Source: an optimization exercise on an open RTL-to-GDS flow (aim: small area and a short achievable clock period). Production flows keep margins and buffers that such runs may drop.
At most, simulation tests tie the RTL to the original design; equivalence was not proved.
Power figures rest on the tool's default switching activity, not on a simulated workload.

Design iitb_proc, start of the top module:
module iitb_proc (clk, reset, i_mem_addr, i_mem_data, reg1, reg2, reg3, reg4, reg5, reg6, reg7);
clock: 10.0 ns
lec_check: 0
abc_clock_period_in_ps: 3500
cap_margin: 20
core_margin: 2
core_utilization: 52
cts_cluster_diameter: 80
cts_cluster_size: 20
place_density: 0.62
slew_margin: 20
standard.sh (not shown) runs the stock make flow with config.mk's settings and CLKGATE_MAP_FILE= SYNTH_SCRIPT=/design/flow/synth_recipe.tcl, a recipe that flattens the netlist after the stock synthesis.
==> flow/flow/run.sh <==
#!/bin/bash
# Layout flow: the standard ORFS flow (standard synthesis unchanged), with
# timing repair aimed below the 10 ns period so that the achieved period is short,
# clock tree synthesis without dummy loads, and plain buffers on the ports.
set -euo pipefail
cd "$(dirname "$0")/.."
bash standard.sh SETUP_SLACK_MARGIN=6.7 \
  "CTS_ARGS=-sink_clustering_enable -repair_clock_nets -sink_clustering_size 20 -sink_clustering_max_diameter 80 -dont_use_dummy_load" \
  "BUFFER_PORTS_ARGS=-buffer_cell sky130_fd_sc_hd__buf_2" \
  finish > flow_orfs.log 2>&1
The starting point ran to the end with no violations.
Rerun with:
Settings changed: CORE_UTILIZATION 52 to 30, PLACE_DENSITY 0.62 to 0.4.
Setup slack got worse by 0.037 ns.
Die area rises by well over a third.
Clock-buffer cell count grows by 16.
Register-to-register slack got worse by 0.06 ns.
Power rose by a few percent.
Non-clock buffer count increases by 110.
Area after synthesis stays the same.
Rerun with:
Settings changed: CORE_UTILIZATION 30 to 45, PLACE_DENSITY 0.4 to 0.55.
Outcome: The new run completed without violations; via count fell by about 1%; worst hold slack is worse by 0.023 ns; die area fell by 33%; sequential cell count stays the same; design area fell by 4.5%.

## wip/delta
iitb_proc, a different RTL version from the one above (not shown whole).
Size in the first run: roughly 4800 cells after synthesis, about 1400 flip-flops, roughly 150 I/O pins, ~60000 um2 of cells after synthesis.
## iitb_proc
module iitb_proc (clk, reset, i_mem_addr, i_mem_data, reg1, reg2, reg3, reg4, reg5, reg6, reg7);
input clk, reset;
output [15:0] i_mem_addr;
input [15:0] i_mem_data;
output [15:0] reg1, reg2, reg3, reg4, reg5, reg6, reg7;
reg         first;               
reg  [15:0] irf, pc_f;           
reg         irf_hold, irf_rab;   
reg  [4:0]  d_op;                
reg  [2:0]  d_ra, d_rc;
reg  [8:0]  d_imm;               
reg         d_cimm;
reg  [15:0] pc_d;
reg  [15:0] rA_q, rB_q;
reg         ra_is0, rb_is0;
reg  [4:0]  e_op;                
reg  [2:0]  e_rc;
reg         e_alu, e_compl;
reg  [15:0] out_d1, out_d2, brj;    
reg         e_t0, e_t1;              
reg         sig1_q, sig2_q;
reg  [15:0] frm_q;
reg  [15:0] alu_q;               
reg  [7:0]  m_ehi, m_elo, m_ohi, m_olo;    
reg         m_a0;
reg         m_wr, m_wb, m_alu;
reg         m_selo, m_sele, m_sela;    
reg  [2:0]  m_rc;
reg         fc, fz;
reg  [1:0]  wbdis;
reg  [15:0] rd_data;             
reg         w_wb, w_alu;
reg  [2:0]  w_rc;
reg  [15:0] R0;
reg  [15:0] R1, R2, R3, R4, R5, R6, R7;
assign i_mem_addr = R0;
assign reg1 = R1; assign reg2 = R2; assign reg3 = R3; assign reg4 = R4;
assign reg5 = R5; assign reg6 = R6; assign reg7 = R7;
always @(posedge clk or posedge reset)
	if (reset) begin
		first <= 1'b1;
		irf <= 16'd0;
		irf_hold <= 1'b0;
		irf_rab <= 1'b0;
	end else begin
		first <= 1'b0;
		irf <= first ? 16'd0 : i_mem_data;
		irf_hold <= !first && (i_mem_data[15:12] == 4'b0010) && (i_mem_data[1:0] == 2'b11);
		irf_rab <= !first && ((i_mem_data[15:12] == 4'b0011) || (i_mem_data[15:12] == 4'b0100));
	end
always @(posedge clk)
	pc_f <= R0;
wire [3:0] opc = irf[15:12];
wire [2:0] fn = irf[2:0];
wire d_hold = irf_hold;
reg  [4:0] dn_op;
reg  [2:0] dn_ra, dn_rc;
reg        dn_cimm;
always @(*) begin
	dn_op = 5'd0;
	dn_ra = irf[11:9];
	dn_rc = irf[11:9];
  ...
Settings: LEC_CHECK=0, ABC_CLOCK_PERIOD_IN_PS=3500, CAP_MARGIN=20, CORE_MARGIN=2, CORE_UTILIZATION=30, CTS_CLUSTER_DIAMETER=80, CTS_CLUSTER_SIZE=20, PLACE_DENSITY=0.4, SLEW_MARGIN=20; clock period 10.0 ns.
Scripts as last shown in full above: flow/flow/run.sh
wip/delta: full flow OK, the timing, design-rule and antenna checks passed
Modified inputs, wip/juniper compared to wip/delta
--- a/flow/flow/run.sh
+++ b/flow/flow/run.sh
@@ -6,3 +6,3 @@
 cd "$(dirname "$0")/.."
-bash standard.sh SETUP_SLACK_MARGIN=6.7 \
+bash standard.sh SETUP_SLACK_MARGIN=6.5 \
   "CTS_ARGS=-sink_clustering_enable -repair_clock_nets -sink_clustering_size 20 -sink_clustering_max_diameter 80 -dont_use_dummy_load" \
### Flow results
Per the final summary, wip/delta finished and its layout is clean on timing, DRC and antenna. wip/juniper: PASS, flow complete, no timing, DRC or antenna violations. Fraction of area in registers: wip/juniper vs wip/delta up 0.66 points. Fraction of area in clock buffers and inverters for wip/juniper: 0.22 points up relative to wip/delta. For number of placed instances with taps included, wip/delta and wip/juniper come out practically identical. Taking wip/delta as the reference, in wip/juniper peak clock frequency supported by timing lost 0.0099 GHz; worst setup margin lower; final instance area went down by 1.8%; final critical-path required period grew by 0.11 ns. Looking at via count, wip/juniper sits about 1.4% below wip/delta. Delta (wip/juniper minus wip/delta): combinational power share lower; final total power lower; final net count lower.
--- input diff wip/juniper..wip/ember ---
Settings: CORE_UTILIZATION changed from 30 to 40; PLACE_DENSITY changed from 0.4 to 0.5.
--- a/flow/flow/run.sh
+++ b/flow/flow/run.sh
@@ -6,3 +6,3 @@
 cd "$(dirname "$0")/.."
-bash standard.sh SETUP_SLACK_MARGIN=6.5 \
+bash standard.sh SETUP_SLACK_MARGIN=6.7 \
   "CTS_ARGS=-sink_clustering_enable -repair_clock_nets -sink_clustering_size 20 -sink_clustering_max_diameter 80 -dont_use_dummy_load" \
[summary]
The critical path depth of wip/ember exceeds that of wip/juniper by 12.
Going from wip/juniper to wip/ember, combinational fraction of design power grows by 0.5 points.
Re non-clock buffer count: wip/ember is 41 up on wip/juniper.
Run comparison: wip/ember critical path endpoint out_d1[13]; wip/juniper critical path endpoint reg5[11]
Changes in wip/sierra relative to wip/ember:
Settings: CORE_UTILIZATION: 40 -> 30; PLACE_DENSITY: 0.5 -> 0.4.
--- a/flow/flow/run.sh
+++ b/flow/flow/run.sh
@@ -6,3 +6,3 @@
 cd "$(dirname "$0")/.."
-bash standard.sh SETUP_SLACK_MARGIN=6.7 \
+bash standard.sh SETUP_SLACK_MARGIN=6.9 \
   "CTS_ARGS=-sink_clustering_enable -repair_clock_nets -sink_clustering_size 20 -sink_clustering_max_diameter 80 -dont_use_dummy_load" \
Notes after the runs:
- Against wip/ember, sum of net half-perimeters after detailed placement in wip/sierra rose by a few percent.
- Compared with wip/ember, total power in wip/sierra increased by a few percent.
- Total vias in the final route (lower): wip/ember
Function was not checked in any run of this note: the RTL went through the layout flow alone.

afterwards: timing with drivers on the ports:
The results above use ideal ports. As a check the final layouts listed here were re-extracted and re-timed, cells and wires unchanged. Step 1: set_driving_cell puts a clkbuf_16 on clk and a buf_2 on each other input, an assumption about the parent block. Step 2 moves the port delays by t, midway between the first and last clock arrival at a register: inputs arrive t later, outputs are due t later. That takes back most of the time a late clock gives input paths. Three values: ideal, step 1, step 2; two values: the first two.
run	t, ns	setup slack, ns	hold WS [ns]	worst setup path at the end	cell pins on the clock port's net
the first run of note 1	0.734	6.682 / 6.606 / 6.427	0.323 / 0.323 / 0.323	input to register	1
the second run of note 1	0.782	6.645 / 6.595 / 6.431	0.328 / 0.328 / 0.328	input to register	1
the third run of note 1	0.760	6.637 / 6.557 / 6.403	0.305 / 0.305 / 0.305	input to register	1
wip/delta	0.797	6.665 / 6.574 / 6.425	0.326 / 0.326 / 0.326	input to register	1
wip/juniper	0.784	6.552 / 6.465 / 6.461	0.301 / 0.301 / 0.301	input to register	1
wip/ember	0.762	6.675 / 6.655 / 6.392	0.298 / 0.298 / 0.298	input to register	1
wip/sierra	0.794	6.694 / 6.613 / 6.379	0.324 / 0.324 / 0.324	input to register	1
After both steps setup and hold are still met in every run listed. For wip/sierra, which loses most, drivers alone change the setup slack by -0.081 ns; drivers and shift together by -0.315 ns.
